Background: an optimization exercise with open tools, aiming at small area. Do not read the settings as production practice.
Only simulation tests tie the RTL to the original design; equivalence was not proved.
The flow treats the clock pin as an ideal source, which a real chip does not have.
Power and IR drop assume default switching activity.

## before
==> module sentinel_core, before the edit <==
module sentinel_core (
    input  logic        aclk,
    input  logic        aresetn,
    input  logic [63:0] s_axis_tdata,
    input  logic        s_axis_tvalid,
    input  logic        s_axis_tlast,
    output logic        s_axis_tready,
    output logic [63:0] m_axis_tdata,
    output logic        m_axis_tvalid,
    output logic        m_axis_tlast,
    input  logic        m_axis_tready,
    input  logic [31:0] s_axil_awaddr,
    input  logic        s_axil_awvalid,
    output logic        s_axil_awready,
    input  logic [31:0] s_axil_wdata,
    input  logic        s_axil_wvalid,
    output logic        s_axil_wready,
    output logic [1:0]  s_axil_bresp,
    output logic        s_axil_bvalid,
    input  logic        s_axil_bready,
    input  logic [31:0] s_axil_araddr,
    input  logic        s_axil_arvalid,
    output logic        s_axil_arready,
    output logic [31:0] s_axil_rdata,
    output logic [1:0]  s_axil_rresp,
    output logic        s_axil_rvalid,
    input  logic        s_axil_rready
);
    localparam logic [31:0] LIMIT_RST = 32'd1000;
    logic [31:0] ctrl_q;       
    logic        ctrl_f;
    logic [31:0] shadow_q;     
    logic        shadow_f;
    logic [31:0] alim_q;       
    logic        alim_f;
    logic [63:0] snap_q;       
    logic        snap_f;
    logic [31:0] vcount;
    logic        vpend;
    logic        awr;          
    logic        bvalid;
    logic        arr;
    logic        rvalid;
    logic [31:0] rdata;
    logic        valid_reg;
    logic        last_reg;
    logic [63:0] data_reg;
    logic [31:0] vcount_now;
    logic [3:0]  vbyte_ones;
    logic [3:0]  vbyte_cin;
    logic [8:0]  vcarry [4];
    always_comb begin
        for (int k = 0; k < 4; k++) vbyte_ones[k] = &vcount[8*k +: 8];
        vbyte_cin[0] = vpend;
        for (int k = 1; k < 4; k++) vbyte_cin[k] = vbyte_cin[k-1] & vbyte_ones[k-1];
        for (int k = 0; k < 4; k++) begin
            vcarry[k][0] = vbyte_cin[k];
            for (int i = 0; i < 8; i++) begin
                vcount_now[8*k+i] = vcount[8*k+i] ^ vcarry[k][i];
                vcarry[k][i+1]    = vcount[8*k+i] & vcarry[k][i];
            end
        end
    end
    wire wr      = awr & s_axil_awvalid & s_axil_wvalid;
    wire wr_ctrl = wr & (s_axil_awaddr[4:0] == 5'h00);
    wire wr_lim  = wr & (s_axil_awaddr[4:0] == 5'h04);
    always_ff @(posedge aclk or negedge aresetn) begin
        if (!aresetn) begin
            awr      <= 1'b0;
            bvalid   <= 1'b0;
            ctrl_f   <= 1'b0;
            shadow_f <= 1'b0;
        end else begin
            awr    <= ~awr & s_axil_awvalid & s_axil_wvalid;
            bvalid <= wr | (bvalid & ~s_axil_bready);
            if (wr_ctrl) ctrl_f   <= 1'b1;
            if (wr_lim)  shadow_f <= 1'b1;
        end
    end
    always_ff @(posedge aclk) begin
        if (wr_ctrl) ctrl_q   <= s_axil_wdata;
        if (wr_lim)  shadow_q <= s_axil_wdata;
    end
    wire enable = ~ctrl_f | ctrl_q[0];
    wire [4:0] ra = s_axil_araddr[4:0];
    wire ld_r  = ~rvalid;
    wire sel_c = ld_r & (ra == 5'h00);
    wire sel_l = ld_r & (ra == 5'h04);
    wire sel_v = ld_r & (ra == 5'h08);
    wire sel_s = ld_r & snap_f & (ra == 5'h0C);
    wire sel_h = ld_r & snap_f & (ra == 5'h10);
    wire sel_cq = sel_c & ctrl_f;
    wire sel_lq = sel_l & shadow_f;
    wire [31:0] rst_val = ({32{sel_c & ~ctrl_f}} & 32'd1) | ({32{sel_l & ~shadow_f}} & LIMIT_RST);
    wire [31:0] rnext = ({32{rvalid}} & rdata)
                      | ({32{sel_cq}} & ctrl_q)
                      | ({32{sel_lq}} & shadow_q)
                      | ({32{sel_v}} & vcount_now)
                      | ({32{sel_s}} & snap_q[31:0])
                      | ({32{sel_h}} & snap_q[63:32])
                      | rst_val;
    always_ff @(posedge aclk or negedge aresetn) begin
        if (!aresetn) begin
            arr    <= 1'b0;
            rvalid <= 1'b0;
        end else begin
            arr    <= ~arr & s_axil_arvalid;
            rvalid <= (arr & s_axil_arvalid & ~rvalid) | (rvalid & ~s_axil_rready);
        end
    end
    always_ff @(posedge aclk) rdata <= rnext;
    wire upd = (s_axis_tlast & s_axis_tvalid & m_axis_tready) | ~s_axis_tvalid | ~enable;
    always_ff @(posedge aclk or negedge aresetn) begin
        if (!aresetn) alim_f <= 1'b0;
        else if (upd) alim_f <= shadow_f;
    end
    always_ff @(posedge aclk) begin
        if (upd) alim_q <= shadow_q;
    end
    wire [39:0] amount = s_axis_tdata[39:0];
    wire hi_nz   = |amount[39:32];
    logic [31:0] g0, l0;
    logic [15:0] g1, l1;
    logic [7:0]  g2, l2;
    logic [3:0]  g3, l3;
    logic [1:0]  g4, l4;
    always_comb begin
        g0 = amount[31:0] & ~alim_q;
        l0 = ~amount[31:0] & alim_q;
        for (int i = 0; i < 16; i++) begin
            g1[i] = g0[2*i+1] | (~l0[2*i+1] & g0[2*i]);
            l1[i] = l0[2*i+1] | (~g0[2*i+1] & l0[2*i]);
        end
        for (int i = 0; i < 8; i++) begin
            g2[i] = g1[2*i+1] | (~l1[2*i+1] & g1[2*i]);
            l2[i] = l1[2*i+1] | (~g1[2*i+1] & l1[2*i]);
        end
        for (int i = 0; i < 4; i++) begin
            g3[i] = g2[2*i+1] | (~l2[2*i+1] & g2[2*i]);
            l3[i] = l2[2*i+1] | (~g2[2*i+1] & l2[2*i]);
        end
        for (int i = 0; i < 2; i++) begin
            g4[i] = g3[2*i+1] | (~l3[2*i+1] & g3[2*i]);
            l4[i] = l3[2*i+1] | (~g3[2*i+1] & l3[2*i]);
        end
    end
    wire gt_q    = hi_nz | g4[1] | (~l4[1] & g4[0]);
    wire gt_rst  = hi_nz | (amount[31:0] > LIMIT_RST);
    wire viol    = enable & (alim_f ? gt_q : gt_rst);
    wire ld      = m_axis_tready | ~valid_reg;
    wire snap_we = ld & s_axis_tvalid & viol;
    always_ff @(posedge aclk or negedge aresetn) begin
        if (!aresetn) begin
            valid_reg <= 1'b0;
            vcount    <= 32'd0;
            vpend     <= 1'b0;
            snap_f    <= 1'b0;
        end else begin
            if (ld) valid_reg <= s_axis_tvalid & ~viol;
            vcount <= vcount_now;
            vpend  <= snap_we;
            if (snap_we) snap_f <= 1'b1;
        end
    end
    always_ff @(posedge aclk) begin
        if (ld) begin
            data_reg <= s_axis_tdata;
            last_reg <= s_axis_tlast;
        end
        if (snap_we) snap_q <= s_axis_tdata;
    end
    assign s_axis_tready  = m_axis_tready;
    assign m_axis_tvalid  = valid_reg;
    assign m_axis_tdata   = data_reg;
    assign m_axis_tlast   = last_reg;
    assign s_axil_awready = awr;
    assign s_axil_wready  = awr;
    assign s_axil_bvalid  = bvalid;
    assign s_axil_bresp   = 2'b00;
    assign s_axil_arready = arr;
    assign s_axil_rvalid  = rvalid;
    assign s_axil_rdata   = rdata;
    assign s_axil_rresp   = 2'b00;
endmodule
==> flow/config.mk <==
export PLATFORM = sky130hd
export DESIGN_NAME = sentinel_core
export DESIGN_NICKNAME = sentinel_core
export VERILOG_FILES = /design/flow/design.v
export SDC_FILE = /design/flow/constraint.sdc
export NUM_CORES = 4
export LEC_CHECK = 0
export CAP_MARGIN = 20
export CORE_MARGIN = 2
export CORE_UTILIZATION = 40
export GPL_TIMING_DRIVEN = 0
export SLEW_MARGIN = 20
==> flow/constraint.sdc <==
create_clock -name core_clock -period 4.0 [get_ports {aclk}]
set_input_delay 0.8000 -clock core_clock [delete_from_list [all_inputs] [get_ports {aclk}]]
set_output_delay 0.8000 -clock core_clock [all_outputs]
set_load 0.01 [all_outputs]
standard.sh (not shown) runs the stock make flow with config.mk's settings and CLKGATE_MAP_FILE= SYNTH_SCRIPT=/design/flow/synth_recipe.tcl, a recipe that flattens the netlist after the stock synthesis.
==> flow/flow/run.sh <==
#!/bin/bash
# Standard ORFS layout (the standard.sh), changed only in how it sizes:
#  - port buffers made of the smallest buffer cell,
#  - a clock tree of small clock buffers without dummy loads,
#  - placement repair kept to small buffers (flow/small_bufs.tcl),
#  - gates with spare setup slack downsized after placement repair and after
#    CTS (flow/recover_area.tcl).
# make's output goes to make_finish.log; each ORFS step keeps its own log
# under orfs/logs/.
set -euo pipefail
export BUFFER_PORTS_ARGS="-buffer_cell sky130_fd_sc_hd__buf_1"
export CTS_ARGS="-sink_clustering_enable -repair_clock_nets -dont_use_dummy_load -buf_list sky130_fd_sc_hd__clkbuf_4 -sink_clustering_size 10 -sink_clustering_max_diameter 50"
export PRE_RESIZE_TCL="$PWD/flow/small_bufs.tcl"
export POST_RESIZE_TCL="$PWD/flow/recover_area.tcl"
export POST_CTS_TCL="$PWD/flow/recover_area.tcl"
bash standard.sh finish > make_finish.log 2>&1
==> flow/flow/recover_area.tcl <==
# After CTS: downsize gates on paths that have setup slack to spare, then
# legalize the placement again.
log_cmd estimate_parasitics -placement
log_cmd repair_timing -recover_power 100 -verbose
set result [catch { detailed_placement } msg]
if { $result != 0 } {
  error "Detailed placement after area recovery failed: $msg"
}
check_placement -verbose
==> flow/flow/small_bufs.tcl <==
# Keep placement repair to the smaller buffers: it then builds buffer trees
# of small cells instead of single large ones.
set_dont_use [get_lib_cells {sky130_fd_sc_hd__buf_6 sky130_fd_sc_hd__buf_8 sky130_fd_sc_hd__buf_12 sky130_fd_sc_hd__buf_16 sky130_fd_sc_hd__bufbuf_8 sky130_fd_sc_hd__bufbuf_16}]
For after, these inputs were changed with respect to before:
--- a/flow/design.v
+++ b/flow/design.v
@@ -117,38 +117,19 @@
     end
     always_ff @(posedge aclk) begin
         if (upd) alim_q <= shadow_q;
     end
     wire [39:0] amount = s_axis_tdata[39:0];
     wire hi_nz   = |amount[39:32];
-    logic [31:0] g0, l0;
-    logic [15:0] g1, l1;
-    logic [7:0]  g2, l2;
-    logic [3:0]  g3, l3;
-    logic [1:0]  g4, l4;
+    logic [32:0] gc;
     always_comb begin
-        g0 = amount[31:0] & ~alim_q;
-        l0 = ~amount[31:0] & alim_q;
-        for (int i = 0; i < 16; i++) begin
-            g1[i] = g0[2*i+1] | (~l0[2*i+1] & g0[2*i]);
-            l1[i] = l0[2*i+1] | (~g0[2*i+1] & l0[2*i]);
-        end
-        for (int i = 0; i < 8; i++) begin
-            g2[i] = g1[2*i+1] | (~l1[2*i+1] & g1[2*i]);
-            l2[i] = l1[2*i+1] | (~g1[2*i+1] & l1[2*i]);
-        end
-        for (int i = 0; i < 4; i++) begin
-            g3[i] = g2[2*i+1] | (~l2[2*i+1] & g2[2*i]);
-            l3[i] = l2[2*i+1] | (~g2[2*i+1] & l2[2*i]);
-        end
-        for (int i = 0; i < 2; i++) begin
-            g4[i] = g3[2*i+1] | (~l3[2*i+1] & g3[2*i]);
-            l4[i] = l3[2*i+1] | (~g3[2*i+1] & l3[2*i]);
-        end
+        gc[0] = 1'b0;
+        for (int i = 0; i < 32; i++)
+            gc[i+1] = (amount[i] & ~alim_q[i]) | (amount[i] & gc[i]) | (~alim_q[i] & gc[i]);
     end
-    wire gt_q    = hi_nz | g4[1] | (~l4[1] & g4[0]);
+    wire gt_q    = hi_nz | gc[32];
     wire gt_rst  = hi_nz | (amount[31:0] > LIMIT_RST);
     wire viol    = enable & (alim_f ? gt_q : gt_rst);
     wire ld      = m_axis_tready | ~valid_reg;
     wire snap_we = ld & s_axis_tvalid & viol;
     always_ff @(posedge aclk or negedge aresetn) begin
         if (!aresetn) begin
[summary]
Compared after against before; portion of total power attributed to sequential cells within noise. Comparing after with before, the post-route total power came out essentially unchanged. Compared to before, after was floorplanned on a smaller die. On non-filler instance count after layout: between before and after, it ends up lower for after. As far as total grt overflow goes, after and before are indistinguishable; the numbers are identical. Every stage of the flow completed for after, and the final layout passed the timing, DRC and antenna checks. The post-synthesis mux area share was comparable across before and after. | die span in y | after vs before | 0.37% lower |. after against before: sequential cell area share picked up an extra 0.57 points, power per cell area picked up an extra about 0.74%, final core utilization lost 0.26 points.

---

PW:
sentinel_core, a different RTL version from the one above (not shown whole).
For scale: about 620 cells after synthesis, ~300 flip-flops, roughly 280 I/O pins, roughly 11,000 um^2 of cells after synthesis.
==> module sentinel_core, before the edit <==
module sentinel_core (
    input  logic        aclk,
    input  logic        aresetn,
    input  logic [63:0] s_axis_tdata,
    input  logic        s_axis_tvalid,
    input  logic        s_axis_tlast,
    output logic        s_axis_tready,
    output logic [63:0] m_axis_tdata,
    output logic        m_axis_tvalid,
    output logic        m_axis_tlast,
    input  logic        m_axis_tready,
    input  logic [31:0] s_axil_awaddr,
    input  logic        s_axil_awvalid,
    output logic        s_axil_awready,
    input  logic [31:0] s_axil_wdata,
    input  logic        s_axil_wvalid,
    output logic        s_axil_wready,
    output logic [1:0]  s_axil_bresp,
    output logic        s_axil_bvalid,
    input  logic        s_axil_bready,
    input  logic [31:0] s_axil_araddr,
    input  logic        s_axil_arvalid,
    output logic        s_axil_arready,
    output logic [31:0] s_axil_rdata,
    output logic [1:0]  s_axil_rresp,
    output logic        s_axil_rvalid,
    input  logic        s_axil_rready
);
    localparam logic [31:0] LIMIT_RST = 32'd1000;
    logic [31:0] ctrl_q;       
    logic        ctrl_f;
    logic [31:0] shadow_q;     
    logic        shadow_f;
    logic [31:0] alim_q;       
    logic        alim_f;
    logic [63:0] snap_q;       
    logic        snap_f;
    logic [31:0] vcount;
    logic        vpend;
    logic        awr;          
    logic        bvalid;
    logic        arr;
    logic        rvalid;
    logic [31:0] rdata;
    logic        valid_reg;
    logic        last_reg;
    logic [63:0] data_reg;
    logic [31:0] vcount_now;
    logic [3:0]  vbyte_ones;
    logic [3:0]  vbyte_cin;
    logic [8:0]  vcarry [4];
    always_comb begin
        for (int k = 0; k < 4; k++) vbyte_ones[k] = &vcount[8*k +: 8];
        vbyte_cin[0] = vpend;
        for (int k = 1; k < 4; k++) vbyte_cin[k] = vbyte_cin[k-1] & vbyte_ones[k-1];
        for (int k = 0; k < 4; k++) begin
            vcarry[k][0] = vbyte_cin[k];
            for (int i = 0; i < 8; i++) begin
                vcount_now[8*k+i] = vcount[8*k+i] ^ vcarry[k][i];
                vcarry[k][i+1]    = vcount[8*k+i] & vcarry[k][i];
            end
        end
    end
    wire wr      = awr & s_axil_awvalid & s_axil_wvalid;
    wire wr_ctrl = wr & (s_axil_awaddr[4:0] == 5'h00);
    wire wr_lim  = wr & (s_axil_awaddr[4:0] == 5'h04);
    always_ff @(posedge aclk or negedge aresetn) begin
        if (!aresetn) begin
            awr      <= 1'b0;
            bvalid   <= 1'b0;
            ctrl_f   <= 1'b0;
            shadow_f <= 1'b0;
        end else begin
            awr    <= ~awr & s_axil_awvalid & s_axil_wvalid;
            bvalid <= wr | (bvalid & ~s_axil_bready);
            if (wr_ctrl) ctrl_f   <= 1'b1;
            if (wr_lim)  shadow_f <= 1'b1;
        end
    end
    always_ff @(posedge aclk) begin
        if (wr_ctrl) ctrl_q   <= s_axil_wdata;
        if (wr_lim)  shadow_q <= s_axil_wdata;
    end
    wire enable = ~ctrl_f | ctrl_q[0];
    wire [4:0] ra = s_axil_araddr[4:0];
    wire ld_r  = ~rvalid;
    wire sel_c = ld_r & (ra == 5'h00);
    wire sel_l = ld_r & (ra == 5'h04);
    wire sel_v = ld_r & (ra == 5'h08);
    wire sel_s = ld_r & snap_f & (ra == 5'h0C);
    wire sel_h = ld_r & snap_f & (ra == 5'h10);
    wire sel_cq = sel_c & ctrl_f;
    wire sel_lq = sel_l & shadow_f;
    wire [31:0] rst_val = ({32{sel_c & ~ctrl_f}} & 32'd1) | ({32{sel_l & ~shadow_f}} & LIMIT_RST);
    wire [31:0] rnext = ({32{rvalid}} & rdata)
                      | ({32{sel_cq}} & ctrl_q)
                      | ({32{sel_lq}} & shadow_q)
                      | ({32{sel_v}} & vcount_now)
                      | ({32{sel_s}} & snap_q[31:0])
                      | ({32{sel_h}} & snap_q[63:32])
                      | rst_val;
    always_ff @(posedge aclk or negedge aresetn) begin
        if (!aresetn) begin
            arr    <= 1'b0;
            rvalid <= 1'b0;
        end else begin
            arr    <= ~arr & s_axil_arvalid;
            rvalid <= (arr & s_axil_arvalid & ~rvalid) | (rvalid & ~s_axil_rready);
        end
    end
    always_ff @(posedge aclk) rdata <= rnext;
    wire upd = (s_axis_tlast & s_axis_tvalid & m_axis_tready) | ~s_axis_tvalid | ~enable;
    always_ff @(posedge aclk or negedge aresetn) begin
        if (!aresetn) alim_f <= 1'b0;
        else if (upd) alim_f <= shadow_f;
    end
    always_ff @(posedge aclk) begin
        if (upd) alim_q <= shadow_q;
    end
    wire [39:0] amount = s_axis_tdata[39:0];
    wire hi_nz   = |amount[39:32];
    logic [7:0] bg, bl;
    logic [3:0] g1, l1;
    logic [1:0] g2, l2;
    always_comb begin
        for (int k = 0; k < 8; k++) begin
            logic cg, cl;
            cg = 1'b0;
            cl = 1'b0;
            for (int i = 4*k; i < 4*k + 4; i++) begin
                cg = (amount[i] & ~alim_q[i]) | (amount[i] & cg) | (~alim_q[i] & cg);
                cl = (~amount[i] & alim_q[i]) | (~amount[i] & cl) | (alim_q[i] & cl);
            end
            bg[k] = cg;
            bl[k] = cl;
        end
        for (int i = 0; i < 4; i++) begin
            g1[i] = bg[2*i+1] | (~bl[2*i+1] & bg[2*i]);
            l1[i] = bl[2*i+1] | (~bg[2*i+1] & bl[2*i]);
        end
        for (int i = 0; i < 2; i++) begin
            g2[i] = g1[2*i+1] | (~l1[2*i+1] & g1[2*i]);
            l2[i] = l1[2*i+1] | (~g1[2*i+1] & l1[2*i]);
        end
    end
    wire gt_q    = hi_nz | g2[1] | (~l2[1] & g2[0]);
    wire gt_rst  = hi_nz | (amount[31:0] > LIMIT_RST);
    wire viol    = enable & (alim_f ? gt_q : gt_rst);
    wire ld      = m_axis_tready | ~valid_reg;
    wire snap_we = ld & s_axis_tvalid & viol;
    always_ff @(posedge aclk or negedge aresetn) begin
        if (!aresetn) begin
            valid_reg <= 1'b0;
            vcount    <= 32'd0;
            vpend     <= 1'b0;
            snap_f    <= 1'b0;
        end else begin
            if (ld) valid_reg <= s_axis_tvalid & ~viol;
            vcount <= vcount_now;
            vpend  <= snap_we;
            if (snap_we) snap_f <= 1'b1;
        end
    end
    always_ff @(posedge aclk) begin
        if (ld) begin
            data_reg <= s_axis_tdata;
            last_reg <= s_axis_tlast;
        end
        if (snap_we) snap_q <= s_axis_tdata;
    end
    assign s_axis_tready  = m_axis_tready;
    assign m_axis_tvalid  = valid_reg;
    assign m_axis_tdata   = data_reg;
    assign m_axis_tlast   = last_reg;
    assign s_axil_awready = awr;
    assign s_axil_wready  = awr;
    assign s_axil_bvalid  = bvalid;
    assign s_axil_bresp   = 2'b00;
    assign s_axil_arready = arr;
    assign s_axil_rvalid  = rvalid;
    assign s_axil_rdata   = rdata;
    assign s_axil_rresp   = 2'b00;
endmodule
Settings: LEC_CHECK=0, CAP_MARGIN=20, CORE_MARGIN=2, CORE_UTILIZATION=40, GPL_TIMING_DRIVEN=0, SLEW_MARGIN=20; clock period 4.0 ns.
==> flow/flow/run.sh <==
#!/bin/bash
# The standard ORFS layout (standard.sh), changed only in how it sizes:
#  - synthesis: synth_recipe.tcl unchanged, but ABC maps the logic for area
#    (flow/synth_area.tcl, flow/abc_area.script),
#  - port buffers made of the smallest buffer cell,
#  - a clock tree of small clock buffers without dummy loads,
#  - no timing repair at floorplan (there are no synthesis buffers to remove),
#  - placement and global-route repair kept to small buffers
#    (flow/small_bufs.tcl),
#  - gates with spare setup slack downsized after placement repair and after
#    CTS (flow/recover_area.tcl).
# make's output goes to make_finish.log; each ORFS step keeps its own log
# under orfs/logs/.
set -euo pipefail
export FLOW_SYNTH_TCL="$PWD/synth_recipe.tcl"
export AREA_ABC_SCRIPT="$PWD/flow/abc_area.script"
export BUFFER_PORTS_ARGS="-buffer_cell sky130_fd_sc_hd__buf_1"
export CTS_ARGS="-sink_clustering_enable -repair_clock_nets -dont_use_dummy_load -buf_list sky130_fd_sc_hd__clkbuf_4 -sink_clustering_size 10 -sink_clustering_max_diameter 50"
export REMOVE_ABC_BUFFERS=1
export PRE_RESIZE_TCL="$PWD/flow/small_bufs.tcl"
export PRE_GLOBAL_ROUTE_TCL="$PWD/flow/small_bufs.tcl"
export POST_RESIZE_TCL="$PWD/flow/recover_area.tcl"
export POST_CTS_TCL="$PWD/flow/recover_area.tcl"
bash standard.sh SYNTH_SCRIPT="$PWD/flow/synth_area.tcl" finish > make_finish.log 2>&1
==> flow/flow/abc_area.script <==
&get -n
&st
&syn2
&dch -f
&nf -a
&put
topo
stime -c
==> flow/flow/synth_area.tcl <==
# The standard synthesis (synth_recipe.tcl, sourced unchanged), with one
# change: ABC maps the combinational logic for area (flow/abc_area.script)
# instead of ORFS's delay-driven script. The flip-flops are mapped by
# dfflibmap before ABC runs, so they are exactly the standard synthesis's.
proc abc {args} {
  set i [lsearch -exact $args -script]
  if { $i >= 0 } { lset args [expr {$i + 1}] $::env(AREA_ABC_SCRIPT) }
  yosys abc {*}$args
}
source $::env(FLOW_SYNTH_TCL)
Scripts as last shown in full above: flow/flow/recover_area.tcl, flow/flow/small_bufs.tcl
Here is what was changed in the inputs of TR compared with PW.
-- flow/design.v --
<<< PW, line 121
    wire [39:0] amount = s_axis_tdata[39:0];
    wire hi_nz   = |amount[39:32];
    logic [7:0] bg, bl;
    logic [3:0] g1, l1;
    logic [1:0] g2, l2;
    always_comb begin
        for (int k = 0; k < 8; k++) begin
            logic cg, cl;
            cg = 1'b0;
            cl = 1'b0;
            for (int i = 4*k; i < 4*k + 4; i++) begin
                cg = (amount[i] & ~alim_q[i]) | (amount[i] & cg) | (~alim_q[i] & cg);
                cl = (~amount[i] & alim_q[i]) | (~amount[i] & cl) | (alim_q[i] & cl);
            end
            bg[k] = cg;
            bl[k] = cl;
        end
        for (int i = 0; i < 4; i++) begin
            g1[i] = bg[2*i+1] | (~bl[2*i+1] & bg[2*i]);
            l1[i] = bl[2*i+1] | (~bg[2*i+1] & bl[2*i]);
        end
        for (int i = 0; i < 2; i++) begin
            g2[i] = g1[2*i+1] | (~l1[2*i+1] & g1[2*i]);
            l2[i] = l1[2*i+1] | (~g1[2*i+1] & l1[2*i]);
        end
    end
    wire gt_q    = hi_nz | g2[1] | (~l2[1] & g2[0]);
    wire gt_rst  = hi_nz | (amount[31:0] > LIMIT_RST);
    wire viol    = enable & (alim_f ? gt_q : gt_rst);
>>> TR, line 121
    wire [39:0] amount = s_axis_tdata[39:0];
    wire hi_nz   = |amount[39:32];
    logic [31:0] g0, l0;
    logic [15:0] g1, l1;
    logic [7:0]  g2, l2;
    logic [3:0]  g3, l3;
    logic [1:0]  g4, l4;
    always_comb begin
        g0 = amount[31:0] & ~alim_q;
        l0 = ~amount[31:0] & alim_q;
        for (int i = 0; i < 16; i++) begin
            g1[i] = g0[2*i+1] | (~l0[2*i+1] & g0[2*i]);
            l1[i] = l0[2*i+1] | (~g0[2*i+1] & l0[2*i]);
        end
        for (int i = 0; i < 8; i++) begin
            g2[i] = g1[2*i+1] | (~l1[2*i+1] & g1[2*i]);
            l2[i] = l1[2*i+1] | (~g1[2*i+1] & l1[2*i]);
        end
        for (int i = 0; i < 4; i++) begin
            g3[i] = g2[2*i+1] | (~l2[2*i+1] & g2[2*i]);
            l3[i] = l2[2*i+1] | (~g2[2*i+1] & l2[2*i]);
        end
        for (int i = 0; i < 2; i++) begin
            g4[i] = g3[2*i+1] | (~l3[2*i+1] & g3[2*i]);
            l4[i] = l3[2*i+1] | (~g3[2*i+1] & l3[2*i]);
        end
    end
    wire gt_q    = hi_nz | g4[1] | (~l4[1] & g4[0]);
    wire gt_rst  = hi_nz | (amount[31:0] > LIMIT_RST);
    wire viol    = enable & (alim_f ? gt_q : gt_rst);
Findings:
Looking only at first-iteration DRC count, and setting everything else aside, the higher value of TR and PW goes to TR. Comparing TR and PW, the lower final setup slack of the worst path was measured on TR. Cmp TR and PW / per-cell via count in the routed design / higher: TR. Compared to PW, TR reaches a lower achievable clock. Taking PW as the reference, in TR overall power ~0 delta, buffer and inverter count on the worst path has increased, detailed-route wire length higher. PW → TR: count of plain and timing-repair buffers in the layout lower, fraction of area in multi-input gates higher, design area roughly the same. Comparing TR and PW, the higher data arrival time of the critical path was measured on TR. Relative to PW, wire length per cell after detailed routing has increased by about 0.3% in TR. Sort TR and PW by final weighted congestion in routability-driven placement desc -> top: TR. Lower shortest clock period the worst path allows after layout was reported by PW, not TR.

[re-timing with driven ports]
How much do the figures lean on ideal ports? The routed layouts below were timed once more, with nothing changed but the port constraints. Step 1 sets driving cells, clkbuf_16 on the clock port and buf_2 on the other inputs (assumed; they add their load-dependent delay and slew). Step 2 moves the port delays by t, midway between the first and last clock arrival at a register: inputs arrive t later, outputs are due t later. That takes back most of the time a late clock gives input paths. a / b / c = ideal / step 1 / step 2; a / b = the first two.
| run | t, ns | setup slack, ns | hold slack, ns | slew at the worst register clock pin (ns) | pins driven straight from the clock port |
|---|---|---|---|---|---|
| before | 0.651 | 0.395 / 0.395 / -0.235 | 0.169 / 0.163 / 0.450 | 0.11 / 0.11 | 1 |
| after | 0.661 | 0.386 / 0.386 / -0.177 | 0.238 / 0.242 / 0.427 | 0.11 / 0.11 | 1 |
| PW | 0.655 | 0.382 / 0.382 / -0.228 | 0.095 / 0.091 / 0.431 | 0.12 / 0.12 | 1 |
| TR | 0.651 | 0.263 / 0.263 / -0.380 | 0.121 / 0.110 / 0.410 | 0.11 / 0.11 | 1 |
With both steps, setup timing fails in every run listed, where it was met with ideal ports. For TR, which loses most, drivers alone change the setup slack by 0.000 ns; drivers and shift together by -0.643 ns.
